This is an optimization exercise on Yosys and OpenROAD, whose aim is small area, a short achievable clock period and few clock cycles per item, not a production implementation.
At most, simulation tests tie the RTL to the original design; equivalence was not proved.
For runs 2 to 7, only the layout was checked, not whether the RTL still works.

**flow/flow/run.sh**
```bash
#!/bin/bash
# Standard ORFS layout; repair_timing aims for a larger setup margin.
set -euo pipefail
bash standard.sh SETUP_SLACK_MARGIN=6.5 finish > standard_flow.log 2>&1
```
**flow/standard.sh**
```bash
#!/bin/bash
# synth_recipe.tcl (not shown) runs the flow's synth.tcl, then flattens the netlist and writes it again
# the make line also repeats each setting of config.mk as NAME=value (left out here)
make -C /OpenROAD-flow-scripts/flow DESIGN_CONFIG=/design/flow/config.mk WORK_HOME=/design/flow/orfs CLKGATE_MAP_FILE= SYNTH_SCRIPT=/design/flow/synth_recipe.tcl "${@:-finish}"
```
**flow/config.mk**
```make
export PLATFORM = sky130hd
export DESIGN_NAME = cordi_arch
export DESIGN_NICKNAME = cordi_arch
export VERILOG_FILES = /design/flow/design.v
export SDC_FILE = /design/flow/constraint.sdc
export NUM_CORES = 4
export LEC_CHECK = 0
export ABC_AREA = 1
export CAP_MARGIN = 20
export CORE_MARGIN = 2
export CORE_UTILIZATION = 40
export GPL_TIMING_DRIVEN = 0
export SLEW_MARGIN = 20
```
**flow/constraint.sdc**
```tcl
create_clock -name core_clock -period 10.0 [get_ports {clk}]
set_input_delay 2.0000 -clock core_clock [delete_from_list [all_inputs] [get_ports {clk}]]
set_output_delay 2.0000 -clock core_clock [all_outputs]
set_load 0.01 [all_outputs]
```
**flow/design.v**
```verilog
module cordi_arch
(
	input [15:0] theta,
	input bgn,
	input clk,
	input rst_b,
	output [15:0] cos,
	output fin
);
reg [15:0] x, y, z;
reg [3:0] i;
reg busy, first, last, fin_r;
reg [15:0] atan;
always @(*) begin
	case (i)
	4'd0: atan = 16'h3244;
	4'd1: atan = 16'h1dac;
	4'd2: atan = 16'h0fae;
	4'd3: atan = 16'h07f5;
	4'd4: atan = 16'h03ff;
	4'd5: atan = 16'h0200;
	4'd6: atan = 16'h0100;
	4'd7: atan = 16'h0080;
	4'd8: atan = 16'h0040;
	4'd9: atan = 16'h0020;
	4'd10: atan = 16'h0010;
	4'd11: atan = 16'h0008;
	4'd12: atan = 16'h0004;
	4'd13: atan = 16'h0002;
	4'd14: atan = 16'h0001;
	default: atan = 16'h0000;
	endcase
end
wire neg = z[15];
reg [3:0] hsx, lsx, hsy, lsy;
function [15:0] ash;
	input [15:0] v;
	input [3:0] h, l;
	reg [15:0] m;
	integer j;
	begin
		for (j = 0; j < 16; j = j + 1)
			m[j] = (h[0] & v[j]) | (h[1] & v[j+4 > 15 ? 15 : j+4]) |
			       (h[2] & v[j+8 > 15 ? 15 : j+8]) | (h[3] & v[j+12 > 15 ? 15 : j+12]);
		for (j = 0; j < 16; j = j + 1)
			ash[j] = (l[0] & m[j]) | (l[1] & m[j+1 > 15 ? 15 : j+1]) |
			         (l[2] & m[j+2 > 15 ? 15 : j+2]) | (l[3] & m[j+3 > 15 ? 15 : j+3]);
	end
endfunction
wire [3:0] in = busy ? i + 4'd1 : 4'd0;
wire [3:0] hn = 4'b0001 << in[3:2];
wire [3:0] ln = 4'b0001 << in[1:0];
always @(posedge clk) begin
	hsx <= hn; lsx <= ln;
	hsy <= ~hn; lsy <= ~ln;
end
wire [15:0] xs = ash(x, hsx, lsx);
wire [15:0] ys = ash(y, ~hsy, ~lsy);
wire [15:0] x_add = x + (ys ^ {16{~neg}}) + {15'd0, ~neg};
wire [15:0] y_add = y + (xs ^ {16{neg}}) + {15'd0, neg};
wire [15:0] z_add = z + (atan ^ {16{~neg}}) + {15'd0, ~neg};
always @(posedge clk) begin
	x <= first ? 16'h26dd : x_add;
	y <= first ? (neg ? 16'hd923 : 16'h26dd) : ((busy & ~last) ? y_add : 16'h0000);
	z <= busy ? z_add : theta;
	i <= in;
	first <= bgn & ~busy;
	last <= busy & (i == 4'd14);
end
always @(posedge clk or negedge rst_b) begin
	if (!rst_b) begin
		busy <= 1'b0;
		fin_r <= 1'b0;
	end else begin
		busy <= busy ? ~last : bgn;
		fin_r <= busy & last;
	end
end
assign cos = x;
assign fin = fin_r;
endmodule
```
==> notes.md, run 1 <==
* CTS tree: yes
* Htree depth at 3
* Hold depth at 2
* Detailed placement HPWL at 12800 microns
* Synth top cells by count: 213 x nand2_1, 98 x inv_1, 84 x dfxtp_1
* WP data arrival at 1.47 ns
* Hold Path End: fin_r
* #FFs+latches synth at 86
* Post-synth EDFFs at 0
* CTS Root Cell: clkbuf_16
* Synth top area cells: dfxtp_1 27%, nand2_1 13%, ha_1 11%
* I/O pin cnt at 36
* Multi-input logic area at 4050 sq um
* RSZ-0062 raised after global routing: true
* Global Route Usage Sum at 20.3%
* Synth Instances at 885
* Fin cells at 1125
* RePlAce Congestion at 0.937
* Status: timing/DRC/antenna clean
* Wire per inst at 14.7 microns
* Slew HR at 39.8%
* Residual DRC at 0
* Largest net degree at the start of global routing at 17
* Critical path class: reg2out
* Fmax at 288 MHz
* Max Clock Skew at 0.0107 ns
* Clk slew on worst S/H paths at 0.06 ns
* Cell family with most CP delay: buffers and inverters
* Worst hold path class: reg2reg
* Fin crit share at 34.7%
* Critical Path Source: x[8]
* DR iter-0 viols at 405
* Max Root-Sink Buffers at 2
* Reg2Reg Setup Slack at 6.69 ns
* Top_reg_cell synth: dfxtp_1
* Antenna Cells at 0
* Clock Sinks at 86
* IO Port Bufs at 35
* Max-cap violations at 0
* Reg2reg start: hsy[0]
* Initial antenna violation count at 0
* Largest area contributor in the netlist: dfxtp_1
* Syn Nets at 960
* Hold wc startpoint: last
* Critical Path Sink Type: output pin
* Pre-CTS setup slack at 6.35 ns
* Clock latency (worst-skew pair) at 0.35 ns
* DR pass1 iterations at 5
* Initial Util at 40.9%
* Detailed-route vias per instance at 5.17
* Hold Fails Final Rpt at 0
* Fin worst setup slack at 6.53 ns
* Mean post-synth cell area at 6.99 sq um
* WP buf/inv at 1
* CP required at 8.00 ns
* Crit-path max cell delay at 0.60 ns
* Die Ht at 128 microns
* Synth top area share at 27.2%
* Inserted Clock Buffers at 9
* Worst R2R End: x[12]
* Layout cells sized above 1 at 7.68%
* Layout area overhead at 15.4%
* Synth Warn # at 1
* Core Area at 15100 sq um
* Final Setup Violations at 0
* Row count at 45
* R2r worst-path depth at 18
* Die Span X at 128 microns
* Via count at 5817
* Most frequent cell after synthesis: nand2_1
* Max-slew violation count at 0
* Die ar. at 16500 sq um
* Worst path slowest cell: clkdlybuf4s50_1
* Worst setup SP type: register
* Vias in the first global route at 5253
* Reg area at 1730 sq um
* Ys async rst share at 2.33%
* CP Cell Sequence: clkdlybuf4s50_1
* Total gr overflow at 0
* Synthesized area at 6190 sq um
* CP Max Fanout at 5
* Final ANT Viol Nets at 0
* First-pass GRT wire length at 26300 microns
* Placed Cells incl. Taps at 1108
* Hold_buf cts at 0
* Crit path time final at 3.47 ns
* Fillcell total at 1517
* Drt total wl at 16500 microns
* Final #Nets at 1007
* Worst-Margin Slew at 0.903 ns
* Count of cell types in the netlist at 45
* Sequential area share after synthesis at 28.0%
* TNS Setup at 0 ns
-- logic make-up after synthesis --
family / share of synthesized area, %
AOI/OAI and AO/OA: 20.2
xor gates and xnor gates: 8.21
adders and majority gates: 11.7
buffers and inverters: 7.74
DFF: 28.0
and+or+nand+nor: 24.2
-- state kept, by name, indices dropped and copies added, names as in the netlist, 4 cells and up --
| signal | count |
|---|---|
| i | 4 |
| x | 16 |
| lsx | 4 |
| hsy | 4 |
| z | 16 |
| y | 16 |
| atan | 14 |
| hsx | 4 |
| lsy | 4 |
-- timing repair --
item,4_1_cts,5_1_grt
endpoints found under the setup margin,3,15
gates cloned,0,0
pin swaps,0,2
resized for setup,3,19
setup buffers,0,1
-- worst max path at each step --
stage | end | slack, ns | cells past startpoint
after detailed placement | x[12] | 6.35 | 18
after global placement | x[12] | 6.28 | 18
after global routing | x[12] | 6.37 | 19
final | cos[8] | 6.53 | 1
after CTS | x[12] | 6.52 | 18
after floorplan | x[12] | 7.02 | 18
-- cells in the final DEF, fill, tap and decap left out, drive strengths merged, types with 3 or more instances in the layout --
cell type and n:
fa 3, xor2 38, xnor2 20, nand4 3, clkdlybuf4s50 35, dfxtp 84, clkinv 5, o21ai 76
o31ai 4, a21o 3, a21boi 4, o22ai 15, o21a 4, o211ai 4, a211oi 5, buf 10
clkbuf 19, o221ai 4, inv 105, nor3 4, nand3 33, or2 5, a221oi 19, ha 53
a31oi 5, a22o 3, nand2 226, nor2 81, a21oi 61
-- area by class of cell --
type,count,area share [%]
multi-input cells,677,56.7
clock buffers,9,3.15
repair buffers,36,5.01
flip-flops and latches,86,24.2
inverters,103,5.41
clock inverters,7,0.788
plain buffers,19,1.35
well taps,188,3.29
-- per-stage QoR --
stage | hold slack (ns) | utilization [%] | instance area, sq um
after floorplan | 0.411 | - | 6190
after global placement | 0.433 | 44.7 | 6770
after detailed placement | 0.437 | 44.7 | 6770
after CTS | 0.446 | 46.6 | 7060
after global routing | 0.463 | 47.2 | 7140
final | 0.439 | 47.2 | 7140
-- routing by layer --
layer / GRT usage (%) / vias to the layer above / routed length [microns]
li1: - / 3044 / -
met1: 28.9 / 2618 / 8450
met2: 31.1 / 138 / 7140
met3: 4.37 / 17 / 678
met4: 5.24 / 0 / 214
met5: 0 / - / 0
Testbench counts, summed over its fixed seeds: cycles 36,864, items 2,048.
==> inputs of run 2 (changes only) <==
==> flow/design.v (replaced) <==
module cordi_arch
(
	input [15:0] theta,
	input bgn,
	input clk,
	input rst_b,
	output [15:0] cos,
	output fin
);
reg [15:0] x, y, z;
reg [3:0] i;
reg busy, first, last, fin_r;
reg xsub;
reg [3:0] hsx, lsx, hsy, lsy;
wire [3:0] in = busy ? i + 4'd1 : 4'd0;
wire [3:0] hn = 4'b0001 << in[3:2];
wire [3:0] ln = 4'b0001 << in[1:0];
wire [15:0] atan = (i == 4'd0) ? 16'h3244 :
                   (i == 4'd1) ? 16'h1dac :
                   (i == 4'd2) ? 16'h0fae :
                   (i == 4'd3) ? 16'h07f5 :
                   (i == 4'd4) ? 16'h03ff : (16'h4000 >> i);
function [15:0] ash;
	input [15:0] v;
	input [3:0] h, l;
	reg [15:0] m;
	integer j;
	begin
		for (j = 0; j < 16; j = j + 1)
			m[j] = (h[0] & v[j]) | (h[1] & v[j+4 > 15 ? 15 : j+4]) |
			       (h[2] & v[j+8 > 15 ? 15 : j+8]) | (h[3] & v[j+12 > 15 ? 15 : j+12]);
		for (j = 0; j < 16; j = j + 1)
			ash[j] = (l[0] & m[j]) | (l[1] & m[j+1 > 15 ? 15 : j+1]) |
			         (l[2] & m[j+2 > 15 ? 15 : j+2]) | (l[3] & m[j+3 > 15 ? 15 : j+3]);
	end
endfunction
wire neg = z[15];
wire [15:0] ysc = ash(y ^ {16{xsub}}, hsx, lsx);
wire [15:0] xsc = ash(x ^ {16{neg}}, ~hsy, ~lsy);
wire [15:0] x_add = x + ysc + {15'd0, xsub};
wire [15:0] y_add = y + xsc + {15'd0, neg};
wire [15:0] z_add = z + (atan ^ {16{~neg}}) + {15'd0, ~neg};
wire [15:0] z_nxt = busy ? z_add : theta;
always @(posedge clk) begin
	x <= first ? 16'h26dd : x_add;
	y <= first ? (neg ? 16'hd923 : 16'h26dd) : ((busy & ~last) ? y_add : 16'h0000);
	z <= z_nxt;
	xsub <= ~z_nxt[15];
	i <= in;
	hsx <= hn; lsx <= ln;
	hsy <= ~hn; lsy <= ~ln;
	first <= bgn & ~busy;
	last <= busy & (i == 4'd14);
end
always @(posedge clk or negedge rst_b) begin
	if (!rst_b) begin
		busy <= 1'b0;
		fin_r <= 1'b0;
	end else begin
		busy <= busy ? ~last : bgn;
		fin_r <= busy & last;
	end
end
assign cos = x;
assign fin = fin_r;
endmodule
==> flow/run.sh (new file) <==
#!/bin/bash
# synth_recipe.tcl (not shown) runs the flow's synth.tcl, then flattens the netlist and writes it again
# the make line also repeats each setting of config.mk as NAME=value (left out here)
make -C /OpenROAD-flow-scripts/flow DESIGN_CONFIG=/design/flow/config.mk WORK_HOME=/design/flow/orfs CLKGATE_MAP_FILE= SYNTH_SCRIPT=/design/flow/synth_recipe.tcl finish
removed: flow/flow/run.sh
removed: flow/standard.sh
==> run 2 against run 1 <==
  * Clock skew shrank 0.00051 ns
  * Sequential cell count decreased by 13
  * Final area up 1.3%
  * Utilization is 0.24 points higher
  * Critical path depth increased by 15
  * Die area up 1.5%
  * Via count is 12% higher
  * Synthesized cell count up 9.2%
  * Global-route usage increased by 1.7 points
==> notes.md, run 2 <==
* Status: timing/DRC/antenna clean
* Hold Fails Final Rpt at 0 (unchanged)
* Worst R2R End: y[14]
* Fin cells at 1228 (+9.2%)
* Critical path class: reg2reg
* Crit-path max cell delay at 0.45 ns (-0.15 ns)
* Via count at 6499 (+12%)
* WP buf/inv at 3 (+2)
* Xor-xnor portion of the synthesized cell area at 5.14% (-3.1 points)
* Global Route Usage Sum at 22.0% (+1.7 points)
* Core Area at 15300 sq um (+0.74%)
* Total gr overflow at 0 (unchanged)
* Synth Warn # at 1 (unchanged)
* Hold depth at 2 (unchanged)
* DR pass1 iterations at 5 (unchanged)
* Hold wc startpoint: last
* Final #Nets at 1084 (+7.6%)
* TNS Setup at 0 ns (unchanged)
* Initial Util at 41.2% (+0.31 points)
* Die Span X at 129 microns (+0.72%)
* Hold Path End: fin_r
* Largest net degree at the start of global routing at 13 (-4)
* CP required at 10.21 ns (+2.21 ns)
* CP Max Fanout at 10 (+5)
* Die Ht at 129 microns (+0.72%)
* CTS Root Cell: clkbuf_16
* Detailed-route vias per instance at 5.29 (+2.4%)
* #FFs+latches synth at 73 (-15%)
* Worst path slowest cell: fa_1
* Final core utilization at 47.4% (+0.24 points)
* Worst setup SP type: register
* Clk slew on worst S/H paths at 0.06 ns (about the same)
* Fillcell total at 1609 (+6.1%)
* Simple-Gate Fraction of Synth Area at 30.8% (+6.6 points)
* Detailed placement HPWL at 14300 microns (+12%)
* Largest family of logic cells by synthesized area: simple AND/OR/NAND/NOR gates
* Max Clock Skew at 0.0102 ns (-0.000508 ns)
* Final ANT Viol Nets at 0 (unchanged)
* Worst hold path class: reg2reg
* Max-slew violation count at 0 (unchanged)
* Count of cell types in the netlist at 53 (+18%)
* Max Root-Sink Buffers at 2 (unchanged)
* Worst-Margin Slew at 0.663 ns (-0.240 ns)
* Pre-CTS setup slack at 6.54 ns (+0.196 ns)
* Largest registers: x: 16 flops, y: 16 flops, z: 16 flops
* Crit path time final at 3.45 ns (-0.0136 ns)
* First-pass GRT wire length at 28800 microns (+9.3%)
* RSZ-0062 raised after global routing: false
* I/O pin cnt at 36 (unchanged)
* Post-Synth Adder-Cell Area at 11.2% (-0.53 points)
* Vias in the first global route at 5575 (+6.1%)
* Hold_buf cts at 0 (unchanged)
* Fin crit share at 34.5% (-0.14 points)
* Row count at 45 (unchanged)
* Clock latency (worst-skew pair) at 0.35 ns (about the same)
* RePlAce Congestion at 0.975 (+4.1%)
* Inserted Clock Buffers at 9 (unchanged)
* Cell family with most CP delay: simple AND/OR/NAND/NOR gates
* Clock Sinks at 73 (-15%)
* Post-synthesis mux area share at 0% (unchanged)
* Critical Path Sink Type: register
* Residual DRC at 0 (unchanged)
* Syn Nets at 1038 (+8.1%)
* Mean post-synth cell area at 6.50 sq um (-7.0%)
* Top_reg_cell synth: dfxtp_1
* Antenna Cells at 0 (unchanged)
* Fin worst setup slack at 6.55 ns (+0.0136 ns)
* Drt total wl at 18000 microns (+9.3%)
* CP Cell Sequence: buf_6, buf_2, xnor2_1, o21ai_0, nor3_1, o22ai_1, nor3_1, fa_1, inv_1, fa_1, nand3_1, nand3_1, a21oi_1, nand2_1, nand2_1, o21ai_0
* IO Port Bufs at 35 (unchanged)
* Final Setup Violations at 0 (unchanged)
* Layout area overhead at 15.1%
* Die ar. at 16700 sq um (+1.5%)
* Post-synth EDFFs at 0 (unchanged)
* Most frequent cells in the layout: 264 x nand2_1, 108 x inv_1, 76 x nor2_1, 71 x dfxtp_1, 63 x a21oi_1
* Fmax at 290 MHz (+0.39%)
* Commonest non-fill, non-tap cell in the layout: nand2_1
* Post-CTS Setup Bufs at 0 (unchanged)
* Placed Cells incl. Taps at 1212 (+9.4%)
* WP data arrival at 3.66 ns (+2.19 ns)
* CTS resizes at 0 (-3)
* Synth top cells by count: 264 x nand2_1, 108 x inv_1, 76 x nor2_1
* Initial antenna violation count at 0 (unchanged)
* Ys async rst share at 2.74% (+0.41 points)
* CTS tree: yes
* Htree depth at 3 (unchanged)
* Reg2Reg Setup Slack at 6.55 ns (-0.14 ns)
* Wire per inst at 14.7 microns (+0.14%)
* Largest area contributor in the netlist: dfxtp_1
* Synthesized area at 6280 sq um (+1.5%)
* Synth Area in Compound Gates at 20.5% (+0.30 points)
* Most frequent cell after synthesis: nand2_1
* DR iter-0 viols at 607 (+50%)
* Synth Instances at 966 (+9.2%)
* Sequential area share after synthesis at 23.4% (-4.6 points)
* Layout cells sized above 1 at 6.19% (-1.5 points)
* Max-cap violations at 0 (unchanged)
* Slew HR at 55.8% (+16 points)
* Synth top area cells: dfxtp_1 23%, nand2_1 16%, ha_1 9.6%
* R2r worst-path depth at 16 (-2)
* Synth top area share at 22.6% (-4.5 points)
* Reg2reg start: z[15]
==> run 2: cell types whose count changed after synthesis, sizes merged, moves of 9 or more <==
cell and delta:
nand3 +27, nor3 +13, xor2 -16, a22oi +10, dfxtp -13, inv +12, o22ai -9, nand2 +46
o2111ai +10, a221oi -18
==> run 2: per-layer routing <==
layer	track usage [%]	vias up	wire [microns]
li1	-	3330	-
met1	31.1	2976	8770
met2	34.7	177	8120
met3	4.17	16	875
met4	5.37	0	253
met5	0	-	0
==> run 2: worst max path at each step <==
stage | from | to | depth (start not counted)
6_report | z[15] | y[14] | 16
4_1_cts | z[15] | y[14] | 16
2_1_floorplan | xsub | x[12] | 20
5_1_grt | z[15] | y[14] | 16
3_3_place_gp | z[15] | y[14] | 16
3_5_place_dp | z[15] | y[14] | 16
==> run 2: kinds of logic (layout without fill, tap and decap cells) <==
kind of cell,Yosys count,count (layout)
fa+ha+maj,53,53
simple gates,453,453
xor+xnor,36,36
compound gates,212,212
buf+inv,139,190
flops,73,73
==> run 2: area by class of cell <==
cell class	instances	area [sq um]	area share, %
Buffer	21	123	1.70
Clock buffer	11	233	3.22
Clock inverter	5	104	1.44
Inverter	118	443	6.12
Multi-Input combinational cell	754	4240	58.7
Sequential cell	73	1470	20.3
Tap cell	211	264	3.65
Timing Repair Buffer	35	350	4.84
==> run 2: tightest hold or removal path, delay by kind of cell (launching register included) <==
family                 cells  cell delay, ns
buffers and inverters      1            0.04
flip-flops                 1            0.31
AND/OR/NAND/NOR            1            0.07
==> run 2: through the flow <==
stage / instance area (sq um) / hold slack (ns)
3_3_place_gp: 6900 / 0.458
2_1_floorplan: 6280 / 0.410
5_1_grt: 7230 / 0.487
6_report: 7230 / 0.458
3_5_place_dp: 6900 / 0.461
4_1_cts: 7230 / 0.469
==> inputs of run 3 (changes only) <==
==> flow/flow/run.sh (new file) <==
#!/bin/bash
# Standard ORFS layout; repair_timing aims for a larger setup margin.
set -euo pipefail
bash standard.sh SETUP_SLACK_MARGIN=6.8 finish > standard_flow.log 2>&1
==> flow/standard.sh (new file) <==
#!/bin/bash
# synth_recipe.tcl (not shown) runs the flow's synth.tcl, then flattens the netlist and writes it again
# the make line also repeats each setting of config.mk as NAME=value (left out here)
make -C /OpenROAD-flow-scripts/flow DESIGN_CONFIG=/design/flow/config.mk WORK_HOME=/design/flow/orfs CLKGATE_MAP_FILE= SYNTH_SCRIPT=/design/flow/synth_recipe.tcl "${@:-finish}"
removed: flow/run.sh
==> run 3 against run 2 <==
  * Synthesized area unchanged
  * Worst setup slack improved by 0.27 ns
  * Cell count increased by 1.1%
  * First-iteration DRC count increased by 1.8%
  * Synthesized cell count unchanged
  * Die area unchanged
  * Highest routed layer unchanged
==> notes.md, run 3 <==
* Multi-input logic area at 4580 sq um (+8.0%)
* Clk slew on worst S/H paths at 0.06 ns (about the same)
* Synth top area cells: dfxtp_1 23%, nand2_1 16%, ha_1 9.6%
* DR iter-0 viols at 618 (+1.8%)
* Most numerous cell on the critical path: nand2_1
* Hold depth at 2 (unchanged)
* Max-cap violations at 0 (unchanged)
* CP required at 10.27 ns (+0.06 ns)
* Drt total wl at 18700 microns (+3.6%)
* IO Port Bufs at 35 (unchanged)
* Max Root-Sink Buffers at 2 (unchanged)
* Synth Warn # at 1 (unchanged)
* Worst-Margin Slew at 0.650 ns (-0.0133 ns)
* Synth top area share at 22.6% (unchanged)
* RSZ-0062 raised after global routing: true
* Sequential area share after synthesis at 23.4% (unchanged)
* Reg2Reg Setup Slack at 6.82 ns (+0.27 ns)
* Fmax at 314 MHz (+8.6%)
* Critical path class: reg2reg
* Global Route Usage Sum at 22.0% (+0.028 points)
* Hold_buf cts at 0 (unchanged)
* Htree depth at 3 (unchanged)
* Via count at 6565 (+1.0%)
* Detailed placement HPWL at 14300 microns (unchanged)
* Initial antenna violation count at 0 (unchanged)
* Layout area overhead at 23.4%
* Largest area contributor in the netlist: dfxtp_1
* DR pass1 iterations at 5 (unchanged)
* Inserted Clock Buffers at 9 (unchanged)
* Final ANT Viol Nets at 0 (unchanged)
* Final #Nets at 1097 (+1.2%)
* Layout cells sized above 1 at 15.0% (+8.8 points)
* Most frequent cell after synthesis: nand2_1
* Hold wc startpoint: last
* Most frequent cells in the layout: 258 x nand2_1, 102 x inv_1, 75 x nor2_1, 56 x dfxtp_1, 55 x o21ai_0
* Synth top cells by count: 264 x nand2_1, 108 x inv_1, 76 x nor2_1
* CTS tree: yes
* Status: timing/DRC/antenna clean
* CP Cell Sequence: buf_6, buf_12, xnor2_4, inv_2, nand2_1, nand2_1, o31ai_1, o21ai_1, nor3_2, fa_2, inv_2, fa_2, nand3_2, nand3_2, inv_2, o21bai_4, nand2_1, nand2_1, inv_2, o21ai_2, nand2_1, nand2_1, nor2_1
* Count of cell types in the netlist at 53 (unchanged)
* #FFs+latches synth at 73 (unchanged)
* Reg2reg start: xsub
* Fin crit share at 31.8% (-2.7 points)
* Wire per inst at 15.0 microns (+2.5%)
* TNS Setup at 0 ns (unchanged)
* Worst hold path class: reg2reg
* Ys async rst share at 2.74% (unchanged)
* Reg area at 1490 sq um (+1.4%)
* Fillcell total at 1535 (-4.6%)
* Die Ht at 129 microns (unchanged)
* Die ar. at 16700 sq um (unchanged)
* Hold Fails Final Rpt at 0 (unchanged)
* Commonest non-fill, non-tap cell in the layout: nand2_1
* Crit-path max cell delay at 0.41 ns (-0.04 ns)
* Hold Path End: fin_r
* Worst path slowest cell: fa_2
* Crit path time final at 3.18 ns (-0.273 ns)
* Die Span X at 129 microns (unchanged)
* Synthesized area at 6280 sq um (unchanged)
* Slew HR at 56.7% (+0.89 points)
* Top_reg_cell synth: dfxtp_1
* Hold WS at 0.464 ns (+0.00541 ns)
* CP Max Fanout at 5 (-5)
* Mean post-synth cell area at 6.50 sq um (unchanged)
* Detailed-route vias per instance at 5.29 (about the same)
* Worst R2R End: x[12]
* Vias in the first global route at 5592 (+0.30%)
* R2r worst-path depth at 23 (+7)
* Residual DRC at 0 (unchanged)
* WP data arrival at 3.45 ns (-0.21 ns)
* Worst setup SP type: register
* Critical Path Sink Type: register
* Largest registers: x: 16 flops, y: 16 flops, z: 16 flops
* Row count at 45 (unchanged)
* Clock latency (worst-skew pair) at 0.35 ns (about the same)
* Max-slew violation count at 0 (unchanged)
* I/O pin cnt at 36 (unchanged)
* Total gr overflow at 0 (unchanged)
* Clock Sinks at 73 (unchanged)
* RePlAce Congestion at 0.975 (unchanged)
* Final Setup Violations at 0 (unchanged)
* Syn Nets at 1038 (unchanged)
* Largest net degree at the start of global routing at 13 (unchanged)
* CTS Root Cell: clkbuf_16
* Core Area at 15300 sq um (unchanged)
* Antenna Cells at 0 (unchanged)
* Post-synth EDFFs at 0 (unchanged)
* Initial Util at 41.2% (unchanged)
* Max Clock Skew at 0.00959 ns (-0.000637 ns)
* Synth Instances at 966 (unchanged)
* First-pass GRT wire length at 28800 microns (+0.15%)
-- run 3: critical path: cells and delay by family, from the launching register on --
kind / cells / cell delay, ns
adders and majority gates: 2 / 0.69
AOI/OAI and AO/OA: 4 / 0.52
DFF: 1 / 0.33
buffers and inverters: 6 / 0.54
and+or+nand+nor: 10 / 0.88
xor gates and xnor gates: 1 / 0.15
-- run 3: final cells by class --
| class | count | share of cell area (%) |
|---|---|---|
| timing repair buffer | 48 | 5.93 |
| clock inverter | 5 | 1.34 |
| inverter | 118 | 5.75 |
| buffer | 21 | 2.18 |
| clock buffer | 11 | 3.00 |
| sequential | 73 | 19.3 |
| tap | 211 | 3.41 |
| multi-input combinational | 754 | 59.1 |
-- run 3: worst max-delay path by stage --
stage | startpoint | end | slack [ns]
floorplan | xsub | x[12] | 7.22
global placement | z[15] | y[14] | 6.54
detailed placement | z[15] | y[14] | 6.54
CTS | z[15] | y[14] | 6.76
global route | xsub | x[12] | 6.70
finish | xsub | x[12] | 6.82
-- run 3: cell families (layout without fill, tap and decap cells) --
family	Yosys count	count (layout)	synth area share, %
simple gates	453	453	30.8
compound gates	212	212	20.5
buf+inv	139	203	9.00
flops	73	73	23.4
fa+ha+maj	53	53	11.2
xor+xnor	36	36	5.14
-- run 3: through the flow --
step,instance area (sq um),instances,setup WS [ns],utilization [%]
floorplan,6280,966,7.22,-
global placement,6900,1212,6.54,45.2
detailed placement,6900,1212,6.54,45.2
CTS,7270,1228,6.76,47.6
global route,7750,1241,6.70,50.8
finish,7750,1241,6.82,50.8
-- run 3: per-layer routing --
metal,track usage [%],up-vias,part of all wire [%]
met3,4.09,23,5.2
li1,-,3364,-
met1,31.1,3001,47
met5,0,-,0
met2,35.2,177,46
met4,4.60,0,1.4
-- run 3: what timing repair did --
item	in CTS	in global routing
setup endpoints to repair	27	26
setup buffers	0	10
endpoints found under the hold margin	0	0
pin swaps	0	26
gates cloned	0	3
resized for setup	38	86
==> inputs of run 4 (changes only) <==
--- a/flow/design.v
+++ b/flow/design.v
@@ -10,12 +10,14 @@
 reg [15:0] x, y, z;
 reg [3:0] i;
 reg busy, first, last, fin_r;
+reg n1;
 reg xsub;
 reg [3:0] hsx, lsx, hsy, lsy;
-wire [3:0] in = busy ? i + 4'd1 : 4'd0;
+wire [3:0] in = busy ? i + {3'd0, i == 4'd0} + 4'd1 : 4'd0;
 wire [3:0] hn = 4'b0001 << in[3:2];
 wire [3:0] ln = 4'b0001 << in[1:0];
-wire [15:0] atan = (i == 4'd0) ? 16'h3244 :
+wire neg = z[15];
+wire [15:0] atan = (i == 4'd0) ? ((neg ^ n1) ? 16'h1498 : 16'h4ff0) :
                    (i == 4'd1) ? 16'h1dac :
                    (i == 4'd2) ? 16'h0fae :
                    (i == 4'd3) ? 16'h07f5 :
@@ -34,18 +36,22 @@
 			         (l[2] & m[j+2 > 15 ? 15 : j+2]) | (l[3] & m[j+3 > 15 ? 15 : j+3]);
 	end
 endfunction
-wire neg = z[15];
 wire [15:0] ysc = ash(y ^ {16{xsub}}, hsx, lsx);
 wire [15:0] xsc = ash(x ^ {16{neg}}, ~hsy, ~lsy);
 wire [15:0] x_add = x + ysc + {15'd0, xsub};
 wire [15:0] y_add = y + xsc + {15'd0, neg};
 wire [15:0] z_add = z + (atan ^ {16{~neg}}) + {15'd0, ~neg};
 wire [15:0] z_nxt = busy ? z_add : theta;
+wire busy_nxt = busy ? ~last : bgn;
+wire [15:0] x2 = neg ? (n1 ? 16'd4974 : 16'd14924) : (n1 ? 16'd14923 : 16'd4975);
+wire [15:0] y2 = neg ? (n1 ? -16'sd14923 : -16'sd4975) : (n1 ? 16'd4975 : 16'd14923);
+wire n1_nxt = theta[14:0] < (theta[15] ? 15'h4dbc : 15'h3244);
 always @(posedge clk) begin
-	x <= first ? 16'h26dd : x_add;
-	y <= first ? (neg ? 16'hd923 : 16'h26dd) : ((busy & ~last) ? y_add : 16'h0000);
+	x <= first ? x2 : x_add;
+	y <= first ? y2 : ((busy & ~last) ? y_add : 16'h0000);
 	z <= z_nxt;
-	xsub <= ~z_nxt[15];
+	xsub <= ~z_nxt[15] & busy_nxt;
+	n1 <= n1_nxt;
 	i <= in;
 	hsx <= hn; lsx <= ln;
 	hsy <= ~hn; lsy <= ~ln;
@@ -57,7 +63,7 @@
 		busy <= 1'b0;
 		fin_r <= 1'b0;
 	end else begin
-		busy <= busy ? ~last : bgn;
+		busy <= busy_nxt;
 		fin_r <= busy & last;
 	end
 end
==> flow/flow/run.sh (replaced) <==
#!/bin/bash
# Standard ORFS layout; repair_timing aims for a larger setup margin.
set -euo pipefail
bash standard.sh SETUP_SLACK_MARGIN=6.9 finish > standard_flow.log 2>&1
==> run 4 against run 3 <==
  * Critical path depth is 16 lower
  * Die area is 7.3% higher
  * First-iteration DRC count is 32% lower
  * Hold slack better by 0.0024 ns
  * Via count is 5.8% higher
  * Fmax is 2.5% higher
  * Critical endpoint is now n1
  * Cell count is 4.8% higher
  * Utilization is 1.3 points lower
==> notes.md, run 4 <==
* Critical path class: in2reg
* Antenna Cells at 0 (unchanged)
* First-pass GRT wire length at 32600 microns (+13%)
* CP Cell Sequence: clkdlybuf4s50_1, ha_4, nand4_1, o221ai_2, nand2_1, a21oi_2, nor2_1
* Final Setup Violations at 0 (unchanged)
* Slew HR at 58.1% (+1.4 points)
* Largest registers: x: 16 flops, y: 16 flops, z: 16 flops
* Worst path slowest cell: clkdlybuf4s50_1
* RePlAce Congestion at 0.929 (-4.7%)
* IO Port Bufs at 35 (unchanged)
* Max-cap violations at 0 (unchanged)
* Layout area overhead at 21.0%
* Synth top area share at 21.3% (-1.3 points)
* #FFs+latches synth at 74 (+1.4%)
* Htree depth at 3 (unchanged)
* Status: timing/DRC/antenna clean
* Top_reg_cell synth: dfxtp_1
* Max Root-Sink Buffers at 2 (unchanged)
* TNS Setup at 0 ns (unchanged)
* Initial antenna violation count at 0 (unchanged)
* CP required at 10.24 ns (-0.03 ns)
* I/O pin cnt at 36 (unchanged)
* Cell family with most CP delay: buffers and inverters
* Crit-path max cell delay at 0.45 ns (+0.04 ns)
* Row count at 47 (+4.4%)
* Largest area contributor in the netlist: dfxtp_1
* Detailed placement HPWL at 15800 microns (+10%)
* Detailed-route vias per instance at 5.34 (+1.0%)
* Clk slew on worst S/H paths at 0.06 ns (about the same)
* Fmax at 322 MHz (+2.5%)
* Worst hold path class: reg2reg
* Post-synth EDFFs at 0 (unchanged)
* RSZ-0062 raised after global routing: true
* CTS tree: yes
* Synthesized area at 6760 sq um (+7.5%)
* Clock Sinks at 74 (+1.4%)
* Largest net degree at the start of global routing at 13 (unchanged)
* Count of cell types in the netlist at 62 (+17%)
* Fillcell total at 1674 (+9.1%)
* Layout cells sized above 1 at 16.9% (+1.9 points)
* Clock latency (worst-skew pair) at 0.35 ns (about the same)
* Synth Warn # at 1 (unchanged)
* DR pass1 iterations at 5 (unchanged)
* Most frequent cells in the layout: 239 x nand2_1, 100 x inv_1, 82 x nor2_1, 72 x a21oi_1, 58 x dfxtp_1
* Commonest non-fill, non-tap cell in the layout: nand2_1
* Hold Fails Final Rpt at 0 (unchanged)
* Most frequent cell after synthesis: nand2_1
* Inserted Clock Buffers at 9 (unchanged)
* Worst setup SP type: input port
* Final core utilization at 49.5% (-1.3 points)
* Multi-input logic area at 4980 sq um (+8.6%)
* Fin cells at 1300 (+4.8%)
* Synth top area cells: dfxtp_1 21%, nand2_1 14%, ha_1 11%
* Die ar. at 17900 sq um (+7.3%)
* Core Area at 16500 sq um (+8.3%)
* Max Clock Skew at 0.00786 ns (-0.00173 ns)
* Critical Path Sink Type: register
* Total gr overflow at 0 (unchanged)
* Via count at 6948 (+5.8%)
* WP buf/inv at 1 (-5)
* Hold_buf cts at 0 (unchanged)
* Residual DRC at 0 (unchanged)
* Placed cell area at 7380 sq um (+7.0%)
* Vias in the first global route at 6439 (+15%)
* Die Span X at 134 microns (+3.6%)
* Die Ht at 134 microns (+3.6%)
* Mean post-synth cell area at 6.68 sq um (+2.8%)
* Sequential area share after synthesis at 22.1% (-1.3 points)
* Placed Cells incl. Taps at 1266 (+4.5%)
* Synth top cells by count: 247 x nand2_1, 103 x inv_1, 87 x nor2_1
* Global Route Usage Sum at 22.9% (+0.85 points)
* CTS Root Cell: clkbuf_16
* CP Max Fanout at 3 (-2)
* Crit path time final at 3.10 ns (-0.0779 ns)
* Final #Nets at 1157 (+5.5%)
* Wire per inst at 15.6 microns (+3.6%)
* Drt total wl at 20300 microns (+8.6%)
* Design Area, Final at 8180 sq um (+5.5%)
* WP data arrival at 3.34 ns (-0.11 ns)
* Max-slew violation count at 0 (unchanged)
* Final ANT Viol Nets at 0 (unchanged)
* Initial Util at 40.9% (-0.28 points)
* Ys async rst share at 2.70% (-0.037 points)
* Reg area at 1510 sq um (+1.4%)
* Syn Nets at 1093 (+5.3%)
* Worst-Margin Slew at 0.628 ns (-0.0215 ns)
* Fin crit share at 31.0% (-0.78 points)
* DR iter-0 viols at 420 (-32%)
* Synth Instances at 1011 (+4.7%)
-- run 4: layout make-up --
| class | count | share of cell area (%) |
|---|---|---|
| clock inverter | 4 | 0.306 |
| clock buffer | 12 | 3.26 |
| sequential | 74 | 18.5 |
| multi-input combinational | 799 | 60.9 |
| inverter | 113 | 5.23 |
| timing repair buffer | 53 | 6.20 |
| tap | 220 | 3.37 |
| buffer | 25 | 2.23 |
-- run 4: routing by layer --
metal  GRT usage (%)  part of all wire, %
met1            30.3                   46
met2            38.0                   47
met3            2.83                  4.2
met4            9.04                  3.0
met5               0                    0
-- run 4: worst paths after layout --
check / startpoint / slack, ns / depth (start not counted) / endpoint
worst max-delay path: theta[6] / 6.90 / 7 / n1
worst min-delay path: last / 0.47 / 2 / fin_r
worst max register to register: z[15] / 6.99 / 19 / y[6]
worst min register to register: last / 0.47 / 2 / fin_r
max in group asynchronous: rst_b / 8.06 / 1 / busy
min in group asynchronous: rst_b / 1.82 / 1 / fin_r
-- run 4: cell families (layout without fill, tap and decap cells) --
group / count (synthesis) / count (layout) / share of synthesized area, %
adders and majority gates: 63 / 63 / 12.2
AOI/OAI and AO/OA: 226 / 226 / 20.4
buffers and inverters: 138 / 207 / 8.50
and+or+nand+nor: 471 / 471 / 31.0
DFF: 74 / 74 / 22.1
xor gates and xnor gates: 38 / 38 / 5.65
muxes: 1 / 1 / 0.167
-- run 4: worst reg2reg max path, delay by kind of cell (launching register included) --
kind,cells,cell delay (ns)
buffers and inverters,2,0.18
AO/OA/AOI/OAI,3,0.32
AND/OR/NAND/NOR,12,1.43
adder cells (fa/ha/maj),2,0.57
flip-flops,1,0.37
-- run 4: through the flow --
| stage | hold WS (ns) | setup slack (ns) |
|---|---|---|
| after CTS | 0.471 | 6.67 |
| after global routing | 0.489 | 6.80 |
| after global placement | 0.452 | 5.91 |
| after floorplan | 0.411 | 7.04 |
| after detailed placement | 0.459 | 5.92 |
| final | 0.466 | 6.90 |
-- run 4: timing repair --
action	in CTS	in global routing
buffers inserted	2	14
resized for setup	54	66
pin swaps	2	20
gates cloned	0	2
endpoints found under the setup margin	28	28
==> inputs of run 5 (changes only) <==
==> flow/flow/run.sh (replaced) <==
#!/bin/bash
# Standard ORFS layout; repair_timing aims for a larger setup margin.
set -euo pipefail
bash standard.sh SETUP_SLACK_MARGIN=6.5 finish > standard_flow.log 2>&1
==> run 5 against run 4 <==
  * Critical path depth down 6
  * Via count shrank 2.3%
  * Synthesized cell count unchanged
  * Sequential share of layout area grew 0.77 points
  * Critical path type is now reg2out
  * Register-to-register slack lost 0.27 ns
  * Wire length is 2.3% lower
  * Largest cell class unchanged
==> notes.md, run 5 <==
* Status: timing/DRC/antenna clean
* Detailed-route vias per instance at 5.29 (-1.0%)
* Total gr overflow at 0 (unchanged)
* RSZ-0062 raised after global routing: false
* Layout area overhead at 14.5%
* Synth Instances at 1011 (unchanged)
* Largest registers: x: 16 flops, y: 16 flops, z: 16 flops
* Initial Util at 40.9% (unchanged)
* Most frequent cell after synthesis: nand2_1
* Post-Synth Adder-Cell Area at 12.2% (unchanged)
* Worst path slowest cell: clkdlybuf4s50_1
* Largest area contributor in the netlist: dfxtp_1
* I/O pin cnt at 36 (unchanged)
* Layout cells sized above 1 at 9.97% (-6.9 points)
* IO Port Bufs at 35 (unchanged)
* Critical Path Sink Type: output pin
* TNS Setup at 0 ns (unchanged)
* Max Root-Sink Buffers at 2 (unchanged)
* DR pass1 iterations at 5 (unchanged)
* Placed Cells incl. Taps at 1266 (unchanged)
* Fillcell total at 1710 (+2.2%)
* Final core utilization at 46.8% (-2.7 points)
* Commonest non-fill, non-tap cell in the layout: nand2_1
* Worst hold path class: reg2reg
* Cell family with most CP delay: buffers and inverters
* Die ar. at 17900 sq um (unchanged)
* CTS Root Cell: clkbuf_16
* Post-synthesis mux area share at 0.167% (unchanged)
* Detailed placement HPWL at 15800 microns (unchanged)
* Wire per inst at 15.4 microns (-1.0%)
* Inserted Clock Buffers at 9 (unchanged)
* Clk slew on worst S/H paths at 0.06 ns (about the same)
* Drt total wl at 19800 microns (-2.3%)
* Synth Warn # at 1 (unchanged)
* Critical path class: reg2out
* Count of cell types in the netlist at 62 (unchanged)
* Mean post-synth cell area at 6.68 sq um (unchanged)
* Antenna Cells at 0 (unchanged)
* Crit-path max cell delay at 0.58 ns (+0.13 ns)
* Crit path time final at 3.38 ns (+0.280 ns)
* Synth top area share at 21.3% (unchanged)
* WP buf/inv at 1 (unchanged)
* Via count at 6788 (-2.3%)
* CTS tree: yes
* Global Route Usage Sum at 22.8% (-0.12 points)
* Clock Sinks at 74 (unchanged)
* DR iter-0 viols at 360 (-14%)
* Fmax at 296 MHz (-8.3%)
* Xor-xnor portion of the synthesized cell area at 5.65% (unchanged)
* Hold_buf cts at 0 (unchanged)
* CP Max Fanout at 3 (unchanged)
* CP Cell Sequence: clkdlybuf4s50_1
* Max-cap violations at 0 (unchanged)
* Htree depth at 3 (unchanged)
* WP data arrival at 1.38 ns (-1.96 ns)
* Max-slew violation count at 0 (unchanged)
* Residual DRC at 0 (unchanged)
* Hold Fails Final Rpt at 0 (unchanged)
* Row count at 47 (unchanged)
* RePlAce Congestion at 0.929 (unchanged)
* Ys async rst share at 2.70% (unchanged)
* Core Area at 16500 sq um (unchanged)
* Hold WS at 0.476 ns (+0.0102 ns)
* Largest family of logic cells by synthesized area: simple AND/OR/NAND/NOR gates
* Most frequent cells in the layout: 245 x nand2_1, 102 x inv_1, 86 x nor2_1, 79 x a21oi_1, 71 x dfxtp_1
* First-pass GRT wire length at 32400 microns (-0.57%)
* Post-synth EDFFs at 0 (unchanged)
* Slew HR at 58.2% (+0.069 points)
* Synthesized area at 6760 sq um (unchanged)
* Final ANT Viol Nets at 0 (unchanged)
* Final #Nets at 1140 (-1.5%)
* Die Ht at 134 microns (unchanged)
* Vias in the first global route at 6370 (-1.1%)
* Worst setup SP type: register
* Syn Nets at 1093 (unchanged)
* Fin cells at 1283 (-1.3%)
* #FFs+latches synth at 74 (unchanged)
* Clock latency (worst-skew pair) at 0.34 ns (about the same)
* Initial antenna violation count at 0 (unchanged)
* Sequential area share after synthesis at 22.1% (unchanged)
* Simple-Gate Fraction of Synth Area at 31.0% (unchanged)
* Synth top cells by count: 247 x nand2_1, 103 x inv_1, 87 x nor2_1
* Max Clock Skew at 0.00734 ns (-0.000524 ns)
* Fin crit share at 33.8% (+2.8 points)
* Synth Area in Compound Gates at 20.4% (unchanged)
* Top_reg_cell synth: dfxtp_1
* Worst-Margin Slew at 0.627 ns (-0.00103 ns)
* Final Setup Violations at 0 (unchanged)
* Die Span X at 134 microns (unchanged)
* Synth top area cells: dfxtp_1 21%, nand2_1 14%, ha_1 11%
* CP required at 8.00 ns (-2.24 ns)
* Largest net degree at the start of global routing at 13 (unchanged)
==> run 5: cell types whose count changed in the layout (fill, tap and decap cells not counted), moves of 6 or more <==
cell | before | now
dfxtp_1 | 58 | 71
nand3_2 | 10 | 4
dlygate4sd2_1 | 17 | 0
a21oi_1 | 72 | 79
nand2_1 | 239 | 245
a21oi_2 | 10 | 4
nand3_1 | 51 | 58
o21ai_0 | 50 | 59
dfxtp_2 | 12 | 1
clkdlybuf4s50_1 | 17 | 34
buf_4 | 18 | 3
o21ai_1 | 14 | 8
==> run 5: metal layers <==
layer / vias up / global-route usage, % / wire, microns
met5: - / 0 / 0
met4: 0 / 8.51 / 517
met3: 33 / 2.80 / 724
met2: 149 / 37.8 / 9300
met1: 3093 / 30.3 / 9250
li1: 3513 / - / -
==> run 5: stage by stage <==
stage | setup slack (ns) | instance area, sq um
6_report | 6.62 | 7740
5_1_grt | 6.52 | 7740
4_1_cts | 6.55 | 7670
3_5_place_dp | 5.92 | 7380
3_3_place_gp | 5.91 | 7380
2_1_floorplan | 7.04 | 6760
==> run 5: cell families (layout without fill, tap and decap cells) <==
logic type / Yosys count / count (layout)
muxes: 1 / 1
buffers and inverters: 138 / 190
DFF: 74 / 74
xor gates and xnor gates: 38 / 38
adders and majority gates: 63 / 63
AOI/OAI and AO/OA: 226 / 226
and+or+nand+nor: 471 / 471
==> run 5: tightest hold or removal path: cells and delay by family, from the launching register on <==
kind / cells / cell delay, ns
and+or+nand+nor: 1 / 0.07
buffers and inverters: 1 / 0.04
DFF: 1 / 0.33
==> run 5: cell type report <==
class	count	area (sq um)	share of cell area, %
Timing Repair Buffer	36	358	4.62
Multi-Input combinational cell	799	4740	61.3
Clock buffer	12	267	3.44
Buffer	25	154	1.99
Inverter	113	424	5.48
Clock inverter	4	25.0	0.323
Sequential cell	74	1490	19.3
Tap cell	220	275	3.56
==> run 5: what timing repair did <==
action,4_1_cts,5_1_grt
endpoints found under the setup margin,2,8
gates cloned,0,0
pin swaps,0,1
buffers inserted,0,1
resized for setup,3,13
==> run 5: path summary, 6_finish.rpt <==
path	start	to	slack (ns)	cells after the start
max in group asynchronous	rst_b	busy	8.06	1
worst min register to register	last	fin_r	0.48	2
min in group asynchronous	rst_b	fin_r	1.82	1
worst max register to register	xsub	x[14]	6.72	18
worst min-delay path	last	fin_r	0.48	2
worst max-delay path	x[7]	cos[7]	6.62	1
==> inputs of run 6 (changes only) <==
==> flow/flow/run.sh (replaced) <==
#!/bin/bash
# Standard ORFS layout; repair_timing aims for a larger setup margin.
set -euo pipefail
bash standard.sh SETUP_SLACK_MARGIN=7.3 finish > standard_flow.log 2>&1
==> run 6 against run 5 <==
  * Still clean on timing, DRC and antenna
  * Clock-buffer cell count fell by 3
  * Via count rose by 8.7%
  * Clock skew rose by 0.0046 ns
  * Worst setup slack improved by 0.31 ns
  * Synthesized area did not move
  * Wire length rose by 12%
  * Utilization rose by 10 points
  * Critical endpoint is now x[8]
  * Highest routed layer unchanged
==> notes.md, run 6 <==
* Syn Nets at 1093 (unchanged)
* Inserted Clock Buffers at 9 (unchanged)
* Count of cell types in the netlist at 62 (unchanged)
* Initial antenna violation count at 0 (unchanged)
* IO Port Bufs at 35 (unchanged)
* Max-cap violations at 0 (unchanged)
* Largest registers: x: 16 flops, y: 16 flops, z: 16 flops
* Final ANT Viol Nets at 0 (unchanged)
* Synth Instances at 1011 (unchanged)
* Reg2Reg Setup Slack at 6.93 ns (+0.21 ns)
* DR iter-0 viols at 545 (+51%)
* Drt total wl at 22200 microns (+12%)
* Sequential area share after synthesis at 22.1% (unchanged)
* Worst-Margin Slew at 0.632 ns (+0.00461 ns)
* Vias in the first global route at 6823 (+7.1%)
* Final #Nets at 1215 (+6.6%)
* Via count at 7380 (+8.7%)
* Placed cell area at 7430 sq um (+0.73%)
* Ys async rst share at 2.70% (unchanged)
* Clock latency (worst-skew pair) at 0.35 ns (about the same)
* WP buf/inv at 2 (+1)
* RSZ-0062 raised after global routing: true
* Layout cells sized above 1 at 32.2% (+22 points)
* Die ar. at 17900 sq um (unchanged)
* Detailed-route vias per instance at 5.43 (+2.7%)
* Synth Warn # at 1 (unchanged)
* Design Area, Final at 9410 sq um (+22%)
* Crit-path max cell delay at 0.39 ns (-0.19 ns)
* Final Setup Violations at 0 (unchanged)
* WP data arrival at 3.32 ns (+1.94 ns)
* Fmax at 326 MHz (+10%)
* Total gr overflow at 0 (unchanged)
* I/O pin cnt at 36 (unchanged)
* Fin worst setup slack at 6.93 ns (+0.313 ns)
* Hold wc startpoint: last
* DR pass1 iterations at 5 (unchanged)
* Cell family with most CP delay: compound AO/OA/AOI/OAI gates
* Max Root-Sink Buffers at 2 (unchanged)
* CTS tree: yes
* Commonest non-fill, non-tap cell in the layout: nand2_1
* Synthesized area at 6760 sq um (unchanged)
* Worst path slowest cell: dfxtp_4
* Most frequent cells in the layout: 219 x nand2_1, 92 x inv_1, 80 x nor2_1, 66 x buf_4, 54 x a21oi_1
* Post-synth EDFFs at 0 (unchanged)
* Hold Fails Final Rpt at 0 (unchanged)
* Clk slew on worst S/H paths at 0.07 ns (about the same)
* Status: timing/DRC/antenna clean
* Hold Path End: fin_r
* Crit path time final at 3.07 ns (-0.313 ns)
* Initial Util at 40.9% (unchanged)
* Wire per inst at 16.3 microns (+5.7%)
* CP required at 10.25 ns (+2.25 ns)
* Pre-CTS setup slack at 5.94 ns (+0.0132 ns)
* Top_reg_cell synth: dfxtp_1
* Detailed placement HPWL at 15600 microns (-1.2%)
* Row count at 47 (unchanged)
* Mean post-synth cell area at 6.68 sq um (unchanged)
* Hold depth at 2 (unchanged)
* Global Route Usage Sum at 23.7% (+0.89 points)
* CP Max Fanout at 5 (+2)
* Largest area contributor in the netlist: dfxtp_1
* Reg2reg start: xsub
* Antenna Cells at 0 (unchanged)
* CTS Root Cell: clkbuf_16
* Die Span X at 134 microns (unchanged)
* Synth top area cells: dfxtp_1 21%, nand2_1 14%, ha_1 11%
* R2r worst-path depth at 15 (-3)
* Critical path class: reg2reg
* Max Clock Skew at 0.0120 ns (+0.00463 ns)
* Clock Sinks at 74 (unchanged)
* Most frequent cell after synthesis: nand2_1
* Worst hold path class: reg2reg
* Synth top area share at 21.3% (unchanged)
* CP Cell Sequence: buf_12, xnor2_2, o22ai_1, nor2_2, o211ai_1, a21oi_4, fa_2, inv_2, fa_2, nand3_2, nand2_4, a21oi_4, o21ai_2, xnor2_2, o21ai_0
* Fin crit share at 30.7% (-3.1 points)
* Largest net degree at the start of global routing at 14 (+1)
* Core Area at 16500 sq um (unchanged)
* Slew HR at 57.9% (-0.31 points)
* Worst R2R End: x[8]
* Synth top cells by count: 247 x nand2_1, 103 x inv_1, 87 x nor2_1
* Layout area overhead at 39.3%
* RePlAce Congestion at 0.913 (-1.8%)
* Residual DRC at 0 (unchanged)
* Max-slew violation count at 0 (unchanged)
* First-pass GRT wire length at 33900 microns (+4.6%)
* Die Ht at 134 microns (unchanged)
* Critical Path Sink Type: register
* TNS Setup at 0 ns (unchanged)
* Htree depth at 3 (unchanged)
* Worst setup SP type: register
* #FFs+latches synth at 74 (unchanged)
* Final core utilization at 56.9% (+10 points)
run 6: cell count changes in the layout (fill, tap and decap cells not counted), sizes merged, moves of 2 or more:
| cell | before | now |
|---|---|---|
| buf | 17 | 109 |
| clkdlybuf4s50 | 34 | 8 |
| dlymetal6s2s | 0 | 5 |
| clkinvlp | 2 | 6 |
| clkbuf | 21 | 23 |
| clkinv | 6 | 4 |
run 6: repair_timing:
item | 4_1_cts | 5_1_grt
hold buffers | 0 | 0
setup buffers | 49 | 25
gates cloned | 1 | 1
pin swaps | 59 | 78
endpoints found under the hold margin | 0 | 0
setup endpoints to repair | 53 | 56
gates resized for setup | 231 | 139
run 6: worst max path at each step:
stage / from / to / cells after the start
after floorplan: theta[15] / n1 / 7
after global routing: xsub / x[8] / 15
after detailed placement: theta[15] / n1 / 8
after CTS: theta[10] / n1 / 7
after global placement: theta[15] / n1 / 8
final: xsub / x[8] / 15
run 6: cells by family after synthesis:
kind of cell | after synthesis | share of synthesized area [%]
AOI/OAI and AO/OA | 226 | 20.4
xor gates and xnor gates | 38 | 5.65
adders and majority gates | 63 | 12.2
buffers and inverters | 138 | 8.50
DFF | 74 | 22.1
muxes | 1 | 0.167
and+or+nand+nor | 471 | 31.0
run 6: area by class of cell:
class                      instances  area (sq um)
fill                            1541          7120
multi-input combinational        799          5630
sequential                        74          1560
timing repair buffer             111          1020
inverter                         113           449
tap                              220           275
clock buffer                       9           225
buffer                            25           178
clock inverter                     7          70.1
run 6: stage by stage:
step,hold WS (ns),instances
floorplan,0.411,1011
global placement,0.455,1266
detailed placement,0.452,1266
CTS,0.462,1332
global route,0.488,1358
finish,0.471,1358
run 6: worst reg2reg max path: cells and delay by family (launching register included):
kind | cells | cell delay (ns)
compound gates | 6 | 1.01
fa+ha+maj | 2 | 0.59
flops | 1 | 0.39
buf+inv | 2 | 0.22
xor+xnor | 2 | 0.42
simple gates | 3 | 0.33
run 6: routing by layer:
layer  routed length [microns]  vias to the layer above  global-route usage (%)  part of all wire [%]
met1                      9470                     3428                    30.1                    43
met4                       691                        0                    6.97                   3.1
met2                     10900                      231                    40.9                    49
met3                      1050                       56                    4.23                   4.7
li1                          -                     3665                       -                     -
met5                         0                        -                       0                     0
==> inputs of run 7 (changes only) <==
==> flow/flow/run.sh (replaced) <==
#!/bin/bash
# Standard ORFS layout, with port buffers of a faster cell and repair_timing
# aiming for a larger setup margin.
set -euo pipefail
bash standard.sh "BUFFER_PORTS_ARGS=-buffer_cell sky130_fd_sc_hd__buf_4" SETUP_SLACK_MARGIN=6.9 finish > standard_flow.log 2>&1
==> run 7 against run 6 <==
  * Die area unchanged
  * Utilization down 6.7 points
  * Fmax about the same
  * Final area down 12%
  * Synthesized area unchanged
  * Wire length down 7.6%
  * Synthesized cell count unchanged
  * Clock-buffer cell count up 4
  * First-iteration DRC count down 21%
  * Via count down 5.0%
  * Highest routed layer unchanged
==> notes.md, run 7 <==
* CTS tree: yes
* Most frequent cell after synthesis: nand2_1
* Ys async rst share at 2.70% (unchanged)
* Slew HR at 55.4% (-2.5 points)
* Fin cells at 1311 (-3.5%)
* Synth Instances at 1011 (unchanged)
* Max-slew violation count at 0 (unchanged)
* Hold Fails Final Rpt at 0 (unchanged)
* Core Area at 16500 sq um (unchanged)
* CP required at 10.24 ns (about the same)
* Layout area overhead at 22.9%
* Synth top cells by count: 247 x nand2_1, 103 x inv_1, 87 x nor2_1
* Count of cell types in the netlist at 62 (unchanged)
* Synthesized area at 6760 sq um (unchanged)
* Drt total wl at 20500 microns (-7.6%)
* Wire per inst at 15.6 microns (-4.3%)
* Reg area at 1500 sq um (-3.6%)
* RePlAce Congestion at 0.917 (+0.49%)
* Multi-input logic area at 5100 sq um (-9.5%)
* Sequential area share after synthesis at 22.1% (unchanged)
* TNS Setup at 0 ns (unchanged)
* Die ar. at 17900 sq um (unchanged)
* Detailed placement HPWL at 15700 microns (+0.61%)
* Synth top area share at 21.3% (unchanged)
* Worst-Margin Slew at 0.670 ns (+0.0380 ns)
* Fillcell total at 1694 (+9.9%)
* Final ANT Viol Nets at 0 (unchanged)
* Antenna Cells at 0 (unchanged)
* DR iter-0 viols at 433 (-21%)
* RSZ-0062 raised after global routing: true
* Largest area contributor in the netlist: dfxtp_1
* Die Span X at 134 microns (unchanged)
* Most frequent cells in the layout: 237 x nand2_1, 99 x inv_1, 80 x nor2_1, 69 x dfxtp_1, 68 x a21oi_1
* Htree depth at 3 (unchanged)
* Fin crit share at 30.7% (about the same)
* Total gr overflow at 0 (unchanged)
* Initial Util at 40.9% (unchanged)
* Initial antenna violation count at 0 (unchanged)
* Commonest non-fill, non-tap cell in the layout: nand2_1
* #FFs+latches synth at 74 (unchanged)
* CP Max Fanout at 6 (+1)
* Clock latency (worst-skew pair) at 0.35 ns (about the same)
* Clk slew on worst S/H paths at 0.06 ns (about the same)
* IO Port Bufs at 35 (unchanged)
* Row count at 47 (unchanged)
* DR pass1 iterations at 5 (unchanged)
* I/O pin cnt at 36 (unchanged)
* Final Setup Violations at 0 (unchanged)
* Final #Nets at 1169 (-3.8%)
* Top_reg_cell synth: dfxtp_1
* Global Route Usage Sum at 22.8% (-0.91 points)
* Mean post-synth cell area at 6.68 sq um (unchanged)
* Die Ht at 134 microns (unchanged)
* CTS Root Cell: clkbuf_16
* Detailed-route vias per instance at 5.35 (-1.6%)
* Via count at 7010 (-5.0%)
* Critical path class: reg2reg
* Synth Warn # at 1 (unchanged)
* Status: timing/DRC/antenna clean
* Residual DRC at 0 (unchanged)
* Max-cap violations at 0 (unchanged)
* Clock Sinks at 74 (unchanged)
* Max Root-Sink Buffers at 2 (unchanged)
* Largest net degree at the start of global routing at 12 (-2)
* Inserted Clock Buffers at 9 (unchanged)
* Placed Cells incl. Taps at 1266 (unchanged)
* Vias in the first global route at 6407 (-6.1%)
* Worst hold path class: reg2reg
* Worst setup SP type: register
* Hold WS at 0.468 ns (-0.00271 ns)
* Post-synth EDFFs at 0 (unchanged)
* Critical Path Sink Type: register
* Hold_buf cts at 0 (unchanged)
* WP data arrival at 3.31 ns (about the same)
* Layout cells sized above 1 at 21.0% (-11 points)
* First-pass GRT wire length at 32300 microns (-4.6%)
* Syn Nets at 1093 (unchanged)
* Fmax at 326 MHz (about the same)
* Crit path time final at 3.07 ns (+0.000700 ns)
* Synth top area cells: dfxtp_1 21%, nand2_1 14%, ha_1 11%
* Max Clock Skew at 0.00941 ns (-0.00255 ns)
* Largest registers: x: 16 flops, y: 16 flops, z: 16 flops
==> run 7: cell types whose count changed in the layout (fill, tap and decap cells not counted), sizes merged, moves of 2 or more <==
cell           previous run  this run
clkinv                    4         6
clkbuf                   23        26
buf                     109        77
clkdlybuf4s50             8         0
clkinvlp                  6         2
dlymetal6s2s              5         0
inv                     109       107
==> run 7: layout make-up <==
type	instances	area share, %
Clock buffer	13	3.01
Tap cell	220	3.32
Inverter	113	5.20
Timing Repair Buffer	65	6.71
Sequential cell	74	18.1
Buffer	25	2.14
Multi-Input combinational cell	799	61.4
Clock inverter	2	0.166
==> run 7: metal layers <==
layer	routed length, microns	global-route usage [%]	share of wire, %	vias to the layer above
li1	-	-	-	3570
met1	9230	29.7	45	3228
met2	9690	37.0	47	168
met3	866	3.44	4.2	44
met4	680	10.7	3.3	0
met5	0	0	0	-
==> run 7: worst max-delay path, stage by stage (launching register included) <==
cell	delay, ns
dfxtp_4	0.37
buf_8	0.14
buf_12	0.14
xor2_4	0.18
nand2_1	0.09
o21ai_2	0.09
nor3_2	0.07
o211ai_1	0.19
a21oi_2	0.07
fa_2	0.41
inv_2	0.07
fa_2	0.22
nand3_2	0.11
nand3_4	0.10
nand2_4	0.07
a21oi_4	0.24
nand3_1	0.10
nand2_1	0.10
a21oi_1	0.06
o21ai_1	0.08
nand2_1	0.06
==> run 7: what timing repair did <==
action                                 CTS  global route
gates resized for setup                 20            93
gates cloned                             0             3
pin swaps                                3            39
buffers inserted                         2            25
setup endpoints to repair               12            30
endpoints found under the hold margin    0             0
==> run 7: path summary, 6_finish.rpt <==
kind / start / end / slack (ns) / cells after the start
min in group asynchronous: rst_b / fin_r / 1.42 / 1
max in group asynchronous: rst_b / busy / 8.48 / 1
min: last / fin_r / 0.47 / 2
max reg2reg: z[15] / y[8] / 6.93 / 20
max: z[15] / y[8] / 6.93 / 20
min reg2reg: last / fin_r / 0.47 / 2
==> run 7: cells by family (layout without fill, tap and decap cells) <==
kind of cell	Yosys count	after routing	synth area share (%)
compound gates	226	226	20.4
xor+xnor	38	38	5.65
fa+ha+maj	63	63	12.2
buf+inv	138	218	8.50
flops	74	74	22.1
mux	1	1	0.167
simple gates	471	471	31.0
==> run 7: per-stage QoR <==
step	instance area (sq um)	setup slack, ns	utilization, %
floorplan	6760	7.04	-
global placement	7290	6.49	44.1
detailed placement	7290	6.51	44.1
CTS	7650	6.88	46.3
global route	8300	6.77	50.2
finish	8300	6.93	50.2

-- separate check: timing with driven ports --
The results above use ideal ports. As a check the final layouts listed here were re-extracted and re-timed, cells and wires unchanged.
Step 1 sets driving cells, clkbuf_16 on the clock port and buf_2 on the other inputs (assumed; they add their load-dependent delay and slew).
Step 2 times the ports against the registers' clock, not the clock port: input delays grow and output delays shrink by t, the midpoint of the rising clock arrivals with the driver on.
Three values: ideal, step 1, step 2; two values: the first two.
run	t, ns	setup slack, ns	worst hold slack (ns)	worst setup path at the end	latest minus earliest clock arrival (ns)
run 1	0.391	6.533 / 6.490 / 6.686	0.439 / 0.439 / 0.439	register to register	0.012 / 0.011
run 2	0.384	6.546 / 6.541 / 6.546	0.458 / 0.458 / 0.458	register to register	0.011 / 0.011
run 3	0.385	6.820 / 6.820 / 6.820	0.464 / 0.464 / 0.464	register to register	0.009 / 0.010
run 4	0.387	6.898 / 6.888 / 6.533	0.466 / 0.466 / 0.466	input to register	0.008 / 0.008
run 5	0.385	6.618 / 6.574 / 6.358	0.476 / 0.476 / 0.476	input to register	0.008 / 0.007
run 6	0.388	6.931 / 6.931 / 6.778	0.471 / 0.471 / 0.471	input to register	0.011 / 0.012
run 7	0.386	6.930 / 6.911 / 6.577	0.468 / 0.468 / 0.468	input to register	0.010 / 0.010
After both steps every run listed still meets setup and hold. The setup slack of run 4, which loses most, moves by -0.010 ns with the drivers and by -0.365 ns with both steps.
